Context: an optimization exercise on an open-source flow, tuned for small area and a short achievable clock period. The choices shown serve that exercise and are no tape-out recipe. Where RTL was checked, it was by simulation tests only, not by an equivalence proof against the original. The clock input has no modelled driver; a real chip could not lean on it and would need a root buffer or a full tree. Power is estimated from default activity; no workload was simulated.

Setup of lane 1:
// top_module
module top_module (
    input         pclk,
    input         presetn,
    input         psel,
    input         penable,
    input         pwrite,
    input  [31:0] paddr,
    input  [31:0] pwdata,
    output [31:0] prdata,
    output        pready,
    output        irq,
    input  [31:0] aux_in,
    input  [31:0] pad_in,
    output [31:0] pad_out,
    output [31:0] pad_oe
);
Size in the first run: ~1500 cells after synthesis, about 340 flip-flops, about 230 I/O pins, about 0.014 mm² of cells after synthesis.
==> module top_module, before the edit <==
module top_module (
    input         pclk,
    input         presetn,
    input         psel,
    input         penable,
    input         pwrite,
    input  [31:0] paddr,
    input  [31:0] pwdata,
    output [31:0] prdata,
    output        pready,
    output        irq,
    input  [31:0] aux_in,
    input  [31:0] pad_in,
    output [31:0] pad_out,
    output [31:0] pad_oe
);
    reg  [31:0] r_in, r_out, r_oe, r_inte, r_ptrig, r_aux, r_eclk, r_nec;
    reg  [1:0]  r_ctrl;
    reg         v_out, v_inte, v_ptrig, v_aux, v_eclk, v_nec;
    reg         r_irq;
    reg  [31:0] r_pad_out;
    reg  [31:0] r_prdata;
    wire        aligned = (paddr[31:6] == 26'd0) && (paddr[1:0] == 2'd0);
    wire [3:0]  a = paddr[5:2];
    wire        wr = psel && penable && pwrite;
    reg s_out, s_oe, s_inte, s_ptrig, s_aux, s_ctrl, s_eclk, s_nec;
    always @(posedge pclk) begin
        s_out   <= aligned && (a == 4'd1);
        s_oe    <= aligned && (a == 4'd2);
        s_inte  <= aligned && (a == 4'd3);
        s_ptrig <= aligned && (a == 4'd4);
        s_aux   <= aligned && (a == 4'd5);
        s_ctrl  <= aligned && (a == 4'd6);
        s_eclk  <= aligned && (a == 4'd8);
        s_nec   <= aligned && (a == 4'd9);
    end
    wire we_out   = wr && s_out;
    wire we_oe    = wr && s_oe;
    wire we_inte  = wr && s_inte;
    wire we_ptrig = wr && s_ptrig;
    wire we_aux   = wr && s_aux;
    wire we_ctrl  = wr && s_ctrl;
    wire we_eclk  = wr && s_eclk;
    wire we_nec   = wr && s_nec;
    wire        hold_out   = !we_out   && v_out;
    wire        hold_inte  = !we_inte  && v_inte;
    wire        hold_ptrig = !we_ptrig && v_ptrig;
    wire        hold_aux   = !we_aux   && v_aux;
    wire        hold_eclk  = !we_eclk  && v_eclk;
    wire        hold_nec   = !we_nec   && v_nec;
    wire [31:0] out_nx   = ({32{we_out}}   & pwdata) | ({32{hold_out}}   & r_out);
    wire [31:0] inte_nx  = ({32{we_inte}}  & pwdata) | ({32{hold_inte}}  & r_inte);
    wire [31:0] ptrig_nx = ({32{we_ptrig}} & pwdata) | ({32{hold_ptrig}} & r_ptrig);
    wire [31:0] aux_nx   = ({32{we_aux}}   & pwdata) | ({32{hold_aux}}   & r_aux);
    wire [31:0] eclk_nx  = ({32{we_eclk}}  & pwdata) | ({32{hold_eclk}}  & r_eclk);
    wire [31:0] nec_nx   = ({32{we_nec}}   & pwdata) | ({32{hold_nec}}   & r_nec);
    wire [31:0] pad_nx  = (aux_nx & aux_in) | (~aux_nx & out_nx);
    wire [31:0] pad_val = (r_oe & r_pad_out) | (~r_oe & pad_in);
    wire [31:0] ints_raw = r_inte & (r_in ^ r_ptrig);
    wire [1:0]  ctrl_nx = we_ctrl ? pwdata[1:0]
                                  : {r_ctrl[1] | (r_ctrl[0] & r_irq), r_ctrl[0]};
    reg  [31:0] rd_nx;
    always @(*) begin
        rd_nx = 32'd0;
        if (aligned) begin
            case (a)
                4'd0: rd_nx = pad_val;
                4'd1: rd_nx = v_out   ? r_out   : 32'd0;
                4'd2: rd_nx = r_oe;
                4'd3: rd_nx = v_inte  ? r_inte  : 32'd0;
                4'd4: rd_nx = v_ptrig ? r_ptrig : 32'd0;
                4'd5: rd_nx = v_aux   ? r_aux   : 32'd0;
                4'd6: rd_nx = {30'd0, ctrl_nx};
                4'd7: rd_nx = v_inte  ? ints_raw : 32'd0;
                4'd8: rd_nx = v_eclk  ? r_eclk  : 32'd0;
                4'd9: rd_nx = v_nec   ? r_nec   : 32'd0;
                default: rd_nx = 32'd0;
            endcase
        end
    end
    always @(posedge pclk or negedge presetn) begin
        if (!presetn) begin
            r_oe      <= 32'd0;
            r_ctrl    <= 2'd0;
            v_out     <= 1'b0;
            v_inte    <= 1'b0;
            v_ptrig   <= 1'b0;
            v_aux     <= 1'b0;
            v_eclk    <= 1'b0;
            v_nec     <= 1'b0;
            r_irq     <= 1'b0;
            r_pad_out <= 32'd0;
            r_prdata  <= 32'd0;
        end else begin
            if (we_oe) r_oe <= pwdata;
            r_ctrl    <= ctrl_nx;
            if (we_out)   v_out   <= 1'b1;
            if (we_inte)  v_inte  <= 1'b1;
            if (we_ptrig) v_ptrig <= 1'b1;
            if (we_aux)   v_aux   <= 1'b1;
            if (we_eclk)  v_eclk  <= 1'b1;
            if (we_nec)   v_nec   <= 1'b1;
            r_irq     <= v_inte && (|ints_raw);
            r_pad_out <= pad_nx;
            r_prdata  <= rd_nx;
        end
    end
    always @(posedge pclk) begin
        r_in    <= pad_val;
        r_out   <= out_nx;
        r_inte  <= inte_nx;
        r_ptrig <= ptrig_nx;
        r_aux   <= aux_nx;
        r_eclk  <= eclk_nx;
        r_nec   <= nec_nx;
    end
    assign prdata  = r_prdata;
    assign pready  = 1'b1;
    assign irq     = r_irq;
    assign pad_out = r_pad_out;
    assign pad_oe  = r_oe;
endmodule
==> flow/config.mk <==
export PLATFORM = sky130hd
export DESIGN_NAME = top_module
export DESIGN_NICKNAME = top_module
export VERILOG_FILES = /design/flow/design.v
export SDC_FILE = /design/flow/constraint.sdc
export NUM_CORES = 4
export LEC_CHECK = 0
export CAP_MARGIN = 20
export CORE_MARGIN = 2
export CORE_UTILIZATION = 40
export SETUP_SLACK_MARGIN = 2.6
export SLEW_MARGIN = 20
==> flow/constraint.sdc <==
create_clock -name core_clock -period 4.5 [get_ports {pclk}]
set_input_delay 0.9000 -clock core_clock [delete_from_list [all_inputs] [get_ports {pclk}]]
set_output_delay 0.9000 -clock core_clock [all_outputs]
set_load 0.01 [all_outputs]
standard.sh (not shown) runs the stock make flow with config.mk's settings and CLKGATE_MAP_FILE= SYNTH_SCRIPT=/design/flow/synth_recipe.tcl, a recipe that flattens the netlist after the stock synthesis.
==> flow/flow/run.sh <==
#!/bin/bash
# Standard layout with two changes: the port buffers are buf_1 cells instead
# of the resizer's default choice, and the clock tree is the two-level tree
# that clock_tree.tcl builds (run by the CTS step in place of
# clock_tree_synthesis). Each tool's output is in the ORFS logs under orfs/,
# and make's own output in standard.log.
set -euo pipefail
export BUFFER_PORTS_ARGS="-buffer_cell sky130_fd_sc_hd__buf_1"
export PRE_CTS_TCL="$PWD/flow/clock_tree.tcl"
export CLOCK_TREE_PORT=pclk
export CLOCK_TREE_TOP_COLS=2 CLOCK_TREE_TOP_ROWS=2
export CLOCK_TREE_LEAF_COLS=2 CLOCK_TREE_LEAF_ROWS=2
bash standard.sh > standard.log 2>&1
Other scripts of this flow, unchanged in this note and not shown: flow/flow/clock_tree.tcl
Here is what was changed in the inputs of lane 5 compared with lane 1.
--- a/flow/design.v
+++ b/flow/design.v
@@ -22,26 +22,22 @@
     reg  [31:0] r_prdata;
     wire        aligned = (paddr[31:6] == 26'd0) && (paddr[1:0] == 2'd0);
     wire [3:0]  a = paddr[5:2];
-    wire        wr = psel && penable && pwrite;
-    reg s_out, s_oe, s_inte, s_ptrig, s_aux, s_ctrl, s_eclk, s_nec;
-    always @(posedge pclk) begin
-        s_out   <= aligned && (a == 4'd1);
-        s_oe    <= aligned && (a == 4'd2);
-        s_inte  <= aligned && (a == 4'd3);
-        s_ptrig <= aligned && (a == 4'd4);
-        s_aux   <= aligned && (a == 4'd5);
-        s_ctrl  <= aligned && (a == 4'd6);
-        s_eclk  <= aligned && (a == 4'd8);
-        s_nec   <= aligned && (a == 4'd9);
+    wire        wsetup = psel && !penable && pwrite && aligned;
+    reg we_out, we_oe, we_inte, we_ptrig, we_aux, we_ctrl, we_eclk, we_nec;
+    always @(posedge pclk or negedge presetn) begin
+        if (!presetn) begin
+            {we_out, we_oe, we_inte, we_ptrig, we_aux, we_ctrl, we_eclk, we_nec} <= 8'd0;
+        end else begin
+            we_out   <= wsetup && (a == 4'd1);
+            we_oe    <= wsetup && (a == 4'd2);
+            we_inte  <= wsetup && (a == 4'd3);
+            we_ptrig <= wsetup && (a == 4'd4);
+            we_aux   <= wsetup && (a == 4'd5);
+            we_ctrl  <= wsetup && (a == 4'd6);
+            we_eclk  <= wsetup && (a == 4'd8);
+            we_nec   <= wsetup && (a == 4'd9);
+        end
     end
-    wire we_out   = wr && s_out;
-    wire we_oe    = wr && s_oe;
-    wire we_inte  = wr && s_inte;
-    wire we_ptrig = wr && s_ptrig;
-    wire we_aux   = wr && s_aux;
-    wire we_ctrl  = wr && s_ctrl;
-    wire we_eclk  = wr && s_eclk;
-    wire we_nec   = wr && s_nec;
     wire        hold_out   = !we_out   && v_out;
     wire        hold_inte  = !we_inte  && v_inte;
     wire        hold_ptrig = !we_ptrig && v_ptrig;
@@ -90,7 +86,6 @@
             v_nec     <= 1'b0;
             r_irq     <= 1'b0;
             r_pad_out <= 32'd0;
-            r_prdata  <= 32'd0;
         end else begin
             if (we_oe) r_oe <= pwdata;
             r_ctrl    <= ctrl_nx;
@@ -102,7 +97,6 @@
             if (we_nec)   v_nec   <= 1'b1;
             r_irq     <= v_inte && (|ints_raw);
             r_pad_out <= pad_nx;
-            r_prdata  <= rd_nx;
         end
     end
     always @(posedge pclk) begin
@@ -113,6 +107,7 @@
         r_aux   <= aux_nx;
         r_eclk  <= eclk_nx;
         r_nec   <= nec_nx;
+        r_prdata <= presetn ? rd_nx : 32'd0;
     end
     assign prdata  = r_prdata;
     assign pready  = 1'b1;
## What came out
- Wire length on met2 for lane 5: 6.1% down relative to lane 1
- Taking lane 1 as the reference point, the number of instances in the synthesized netlist of lane 5 rises by about 5%.
- As of lane 5, maximum frequency had risen by a few percent compared to lane 1.
- Against lane 1, the final cell area of lane 5 is lower.
- Lane 5 vs lane 1 — clock skew dropped 5.4 ps.
- For the compound-gate portion of the synthesized area, lane 5 came in 0.56 points lower than lane 1 did.
- Status: total power parity (lane 1, lane 5)
Function not checked in lane 5: the RTL went through the layout flow alone. In every run of this note, the design's own scripts or RTL, not TritonCTS, make the clock network.

* * *

maple:
Another version of the RTL of top_module (not shown whole).
For scale: about 1100 cells after synthesis.
==> module gpio_and2, before the edit <==
module gpio_and2 (input a, b, output y);
    assign y = a && b;
endmodule
==> module gpio_and3, before the edit <==
module gpio_and3 (input a, b, c, output y);
    assign y = a && b && c;
endmodule
==> module top_module, before the edit <==
module top_module (
    input         pclk,
    input         presetn,
    input         psel,
    input         penable,
    input         pwrite,
    input  [31:0] paddr,
    input  [31:0] pwdata,
    output [31:0] prdata,
    output        pready,
    output        irq,
    input  [31:0] aux_in,
    input  [31:0] pad_in,
    output [31:0] pad_out,
    output [31:0] pad_oe
);
    reg  [31:0] r_in, r_out, r_oe, r_inte, r_ptrig, r_aux, r_eclk, r_nec;
    reg  [1:0]  r_ctrl;
    reg         r_irq;
    reg  [31:0] r_pad_out;
    reg  [31:0] r_prdata;
    wire        aligned = (paddr[31:6] == 26'd0) && (paddr[1:0] == 2'd0);
    wire [3:0]  a = paddr[5:2];
    wire        wsetup = psel && !penable && pwrite && aligned;
    wire        pick_out   = wsetup && (a == 4'd1);
    wire        pick_oe    = wsetup && (a == 4'd2);
    wire        pick_inte  = wsetup && (a == 4'd3);
    wire        pick_ptrig = wsetup && (a == 4'd4);
    wire        pick_aux   = wsetup && (a == 4'd5);
    wire        pick_ctrl  = wsetup && (a == 4'd6);
    wire        pick_eclk  = wsetup && (a == 4'd8);
    wire        pick_nec   = wsetup && (a == 4'd9);
    reg we_out, we_oe, we_inte, we_ptrig, we_aux, we_ctrl, we_eclk, we_nec;
    reg hold_out, hold_oe, hold_inte, hold_ptrig, hold_aux, hold_eclk, hold_nec;
    always @(posedge pclk or negedge presetn) begin
        if (!presetn) begin
            {we_out, we_oe, we_inte, we_ptrig, we_aux, we_ctrl, we_eclk, we_nec} <= 8'd0;
            {hold_out, hold_oe, hold_inte, hold_ptrig, hold_aux, hold_eclk, hold_nec} <= 7'd0;
        end else begin
            we_out     <= pick_out;
            we_oe      <= pick_oe;
            we_inte    <= pick_inte;
            we_ptrig   <= pick_ptrig;
            we_aux     <= pick_aux;
            we_ctrl    <= pick_ctrl;
            we_eclk    <= pick_eclk;
            we_nec     <= pick_nec;
            hold_out   <= !pick_out   && (hold_out   || we_out);
            hold_oe    <= !pick_oe;
            hold_inte  <= !pick_inte  && (hold_inte  || we_inte);
            hold_ptrig <= !pick_ptrig && (hold_ptrig || we_ptrig);
            hold_aux   <= !pick_aux   && (hold_aux   || we_aux);
            hold_eclk  <= !pick_eclk  && (hold_eclk  || we_eclk);
            hold_nec   <= !pick_nec   && (hold_nec   || we_nec);
        end
    end
    wire [31:0] out_nx   = ({32{we_out}}   & pwdata) | ({32{hold_out}}   & r_out);
    wire [31:0] oe_nx    = ({32{we_oe}}    & pwdata) | ({32{hold_oe}}    & r_oe);
    wire [31:0] inte_nx  = ({32{we_inte}}  & pwdata) | ({32{hold_inte}}  & r_inte);
    wire [31:0] ptrig_nx = ({32{we_ptrig}} & pwdata) | ({32{hold_ptrig}} & r_ptrig);
    wire [31:0] aux_nx   = ({32{we_aux}}   & pwdata) | ({32{hold_aux}}   & r_aux);
    wire [31:0] eclk_nx  = ({32{we_eclk}}  & pwdata) | ({32{hold_eclk}}  & r_eclk);
    wire [31:0] nec_nx   = ({32{we_nec}}   & pwdata) | ({32{hold_nec}}   & r_nec);
    wire [31:0] pad_nx  = (aux_nx & aux_in) | (~aux_nx & out_nx);
    wire [31:0] pad_val = (r_oe & r_pad_out) | (~r_oe & pad_in);
    wire        inte_valid = hold_inte || we_inte;
    wire [31:0] ints_raw = r_inte & (r_in ^ r_ptrig);
    wire [1:0]  ctrl_nx = we_ctrl ? pwdata[1:0]
                                  : {r_ctrl[1] | (r_ctrl[0] & r_irq), r_ctrl[0]};
    wire [3:0]  lo = {a[1:0] == 2'd3, a[1:0] == 2'd2, a[1:0] == 2'd1, a[1:0] == 2'd0};
    wire [2:0]  hi = {a[3:2] == 2'd2, a[3:2] == 2'd1, a[3:2] == 2'd0};
    wire [9:0]  rsel;
    gpio_and2 s0 (.a(hi[0]), .b(lo[0]),               .y(rsel[0]));
    gpio_and3 s1 (.a(hi[0]), .b(lo[1]), .c(hold_out),   .y(rsel[1]));
    gpio_and2 s2 (.a(hi[0]), .b(lo[2]),               .y(rsel[2]));
    gpio_and3 s3 (.a(hi[0]), .b(lo[3]), .c(hold_inte),  .y(rsel[3]));
    gpio_and3 s4 (.a(hi[1]), .b(lo[0]), .c(hold_ptrig), .y(rsel[4]));
    gpio_and3 s5 (.a(hi[1]), .b(lo[1]), .c(hold_aux),   .y(rsel[5]));
    gpio_and2 s6 (.a(hi[1]), .b(lo[2]),               .y(rsel[6]));
    gpio_and3 s7 (.a(hi[1]), .b(lo[3]), .c(hold_inte),  .y(rsel[7]));
    gpio_and3 s8 (.a(hi[2]), .b(lo[0]), .c(hold_eclk),  .y(rsel[8]));
    gpio_and3 s9 (.a(hi[2]), .b(lo[1]), .c(hold_nec),   .y(rsel[9]));
    wire [31:0] rd_nx;
    gpio_read_mux u_rd (
        .en   (aligned && presetn),
        .sel  (rsel),
        .d0   (pad_val),
        .d1   (r_out),
        .d2   (r_oe),
        .d3   (r_inte),
        .d4   (r_ptrig),
        .d5   (r_aux),
        .d6   (ctrl_nx),
        .d7   (ints_raw),
        .d8   (r_eclk),
        .d9   (r_nec),
        .rd   (rd_nx)
    );
    always @(posedge pclk or negedge presetn) begin
        if (!presetn) begin
            r_oe      <= 32'd0;
            r_ctrl    <= 2'd0;
            r_irq     <= 1'b0;
            r_pad_out <= 32'd0;
        end else begin
            r_oe      <= oe_nx;
            r_ctrl    <= ctrl_nx;
            r_irq     <= inte_valid && (|ints_raw);
            r_pad_out <= pad_nx;
        end
    end
    always @(posedge pclk) begin
        r_in    <= pad_val;
        r_out   <= out_nx;
        r_inte  <= inte_nx;
        r_ptrig <= ptrig_nx;
        r_aux   <= aux_nx;
        r_eclk  <= eclk_nx;
        r_nec   <= nec_nx;
        r_prdata <= rd_nx;
    end
    assign prdata  = r_prdata;
    assign pready  = 1'b1;
    assign irq     = r_irq;
    assign pad_out = r_pad_out;
    assign pad_oe  = r_oe;
endmodule
export LEC_CHECK = 0
export CAP_MARGIN = 20
export CORE_MARGIN = 2
export CORE_UTILIZATION = 40
export SETUP_SLACK_MARGIN = 2.5
export SLEW_MARGIN = 20
export SYNTH_HIERARCHICAL = 1
create_clock -name core_clock -period 4.5 [get_ports {pclk}]
==> flow/flow/run.sh <==
#!/bin/bash
# Standard layout with three changes: the port buffers are buf_1 cells
# instead of the resizer's default choice; downsize.tcl gives the
# synthesized gates their smallest drive strength before the floorplan
# step sizes them for timing; and the clock tree is the two-level tree that
# clock_tree.tcl builds (run by the CTS step in place of
# clock_tree_synthesis). Each tool's output is in the ORFS logs under orfs/,
# and make's own output in standard.log.
set -euo pipefail
export BUFFER_PORTS_ARGS="-buffer_cell sky130_fd_sc_hd__buf_1"
export PRE_CTS_TCL="$PWD/flow/clock_tree.tcl"
export PRE_FLOORPLAN_TCL="$PWD/flow/downsize.tcl"
export CLOCK_TREE_PORT=pclk
export CLOCK_TREE_TOP_COLS=2 CLOCK_TREE_TOP_ROWS=2
export CLOCK_TREE_LEAF_COLS=2 CLOCK_TREE_LEAF_ROWS=2
export CLOCK_TREE_TOP_CELL=sky130_fd_sc_hd__clkbuf_16 CLOCK_TREE_LEAF_CELL=sky130_fd_sc_hd__clkbuf_16
bash standard.sh > standard.log 2>&1
Other scripts of this flow, unchanged in this note and not shown: flow/flow/clock_tree.tcl, flow/flow/downsize.tcl
[inputs] yarrow vs maple
diff --git a/flow/design.v b/flow/design.v
--- a/flow/design.v
+++ b/flow/design.v
@@ -35,14 +35,8 @@
     assign y = !((a1 && a2) || b);
 endmodule
 module gpio_nand2 (input a, b, output y);
     assign y = !(a && b);
-endmodule
-module gpio_and2 (input a, b, output y);
-    assign y = a && b;
-endmodule
-module gpio_and3 (input a, b, c, output y);
-    assign y = a && b && c;
 endmodule
 module top_module (
     input         pclk,
     input         presetn,
@@ -111,21 +105,19 @@
     wire        inte_valid = hold_inte || we_inte;
     wire [31:0] ints_raw = r_inte & (r_in ^ r_ptrig);
     wire [1:0]  ctrl_nx = we_ctrl ? pwdata[1:0]
                                   : {r_ctrl[1] | (r_ctrl[0] & r_irq), r_ctrl[0]};
-    wire [3:0]  lo = {a[1:0] == 2'd3, a[1:0] == 2'd2, a[1:0] == 2'd1, a[1:0] == 2'd0};
-    wire [2:0]  hi = {a[3:2] == 2'd2, a[3:2] == 2'd1, a[3:2] == 2'd0};
     wire [9:0]  rsel;
-    gpio_and2 s0 (.a(hi[0]), .b(lo[0]),               .y(rsel[0]));
-    gpio_and3 s1 (.a(hi[0]), .b(lo[1]), .c(hold_out),   .y(rsel[1]));
-    gpio_and2 s2 (.a(hi[0]), .b(lo[2]),               .y(rsel[2]));
-    gpio_and3 s3 (.a(hi[0]), .b(lo[3]), .c(hold_inte),  .y(rsel[3]));
-    gpio_and3 s4 (.a(hi[1]), .b(lo[0]), .c(hold_ptrig), .y(rsel[4]));
-    gpio_and3 s5 (.a(hi[1]), .b(lo[1]), .c(hold_aux),   .y(rsel[5]));
-    gpio_and2 s6 (.a(hi[1]), .b(lo[2]),               .y(rsel[6]));
-    gpio_and3 s7 (.a(hi[1]), .b(lo[3]), .c(hold_inte),  .y(rsel[7]));
-    gpio_and3 s8 (.a(hi[2]), .b(lo[0]), .c(hold_eclk),  .y(rsel[8]));
-    gpio_and3 s9 (.a(hi[2]), .b(lo[1]), .c(hold_nec),   .y(rsel[9]));
+    assign rsel[0] = (a == 4'd0);
+    assign rsel[1] = (a == 4'd1) && hold_out;
+    assign rsel[2] = (a == 4'd2);
+    assign rsel[3] = (a == 4'd3) && hold_inte;
+    assign rsel[4] = (a == 4'd4) && hold_ptrig;
+    assign rsel[5] = (a == 4'd5) && hold_aux;
+    assign rsel[6] = (a == 4'd6);
+    assign rsel[7] = (a == 4'd7) && hold_inte;
+    assign rsel[8] = (a == 4'd8) && hold_eclk;
+    assign rsel[9] = (a == 4'd9) && hold_nec;
     wire [31:0] rd_nx;
     gpio_read_mux u_rd (
         .en   (aligned && presetn),
         .sel  (rsel),
### Flow results
Between yarrow and maple, the difference in clock network fraction of design power is negligible.
Relative to maple, total power density per cell area has increased by 0.91% in yarrow.
Between maple and yarrow, sequential share of cell area increased.
In yarrow, via count is lower than in maple.
Placed instance area: yarrow vs maple — no meaningful difference
Initial antenna violation count: yarrow > maple
Relative to maple, detailed-route wire length has decreased by 800 um in yarrow.
Taking maple as the reference, in yarrow area of all placed cells without fillers lower, global-route usage over all layers decreased 0.31 points.
No run of this note included a check of the RTL's function; only the layout flow was run. In every run of this note, the design's own scripts or RTL, not TritonCTS, make the clock network.

==> re-timing with driven ports <==
No port has a modelled driver above. Below, the same layouts with a new extraction and two added sets of constraints. Step 1 assumes that a clkbuf_16 drives the clock port and a buf_2 every other input. Step 2 also shifts input and output timing later by t, the mid clock arrival at the registers, as if the neighbouring blocks saw the same clock. Slacks: ideal ports / drivers / drivers and shift; pairs: ideal ports / drivers.
run	t, ns	setup slack, ns	slew at the worst register clock pin (ns)
lane 1	0.430	2.370 / 2.432 / 2.002	0.09 / 0.09
lane 5	0.432	2.471 / 2.498 / 2.084	0.09 / 0.09
maple	0.423	2.468 / 2.499 / 2.131	0.09 / 0.09
yarrow	0.416	2.502 / 2.468 / 2.149	0.09 / 0.09
After both steps setup and hold are still met in every run listed. For lane 5, which loses most, drivers alone change the setup slack by +0.027 ns; drivers and shift together by -0.387 ns.
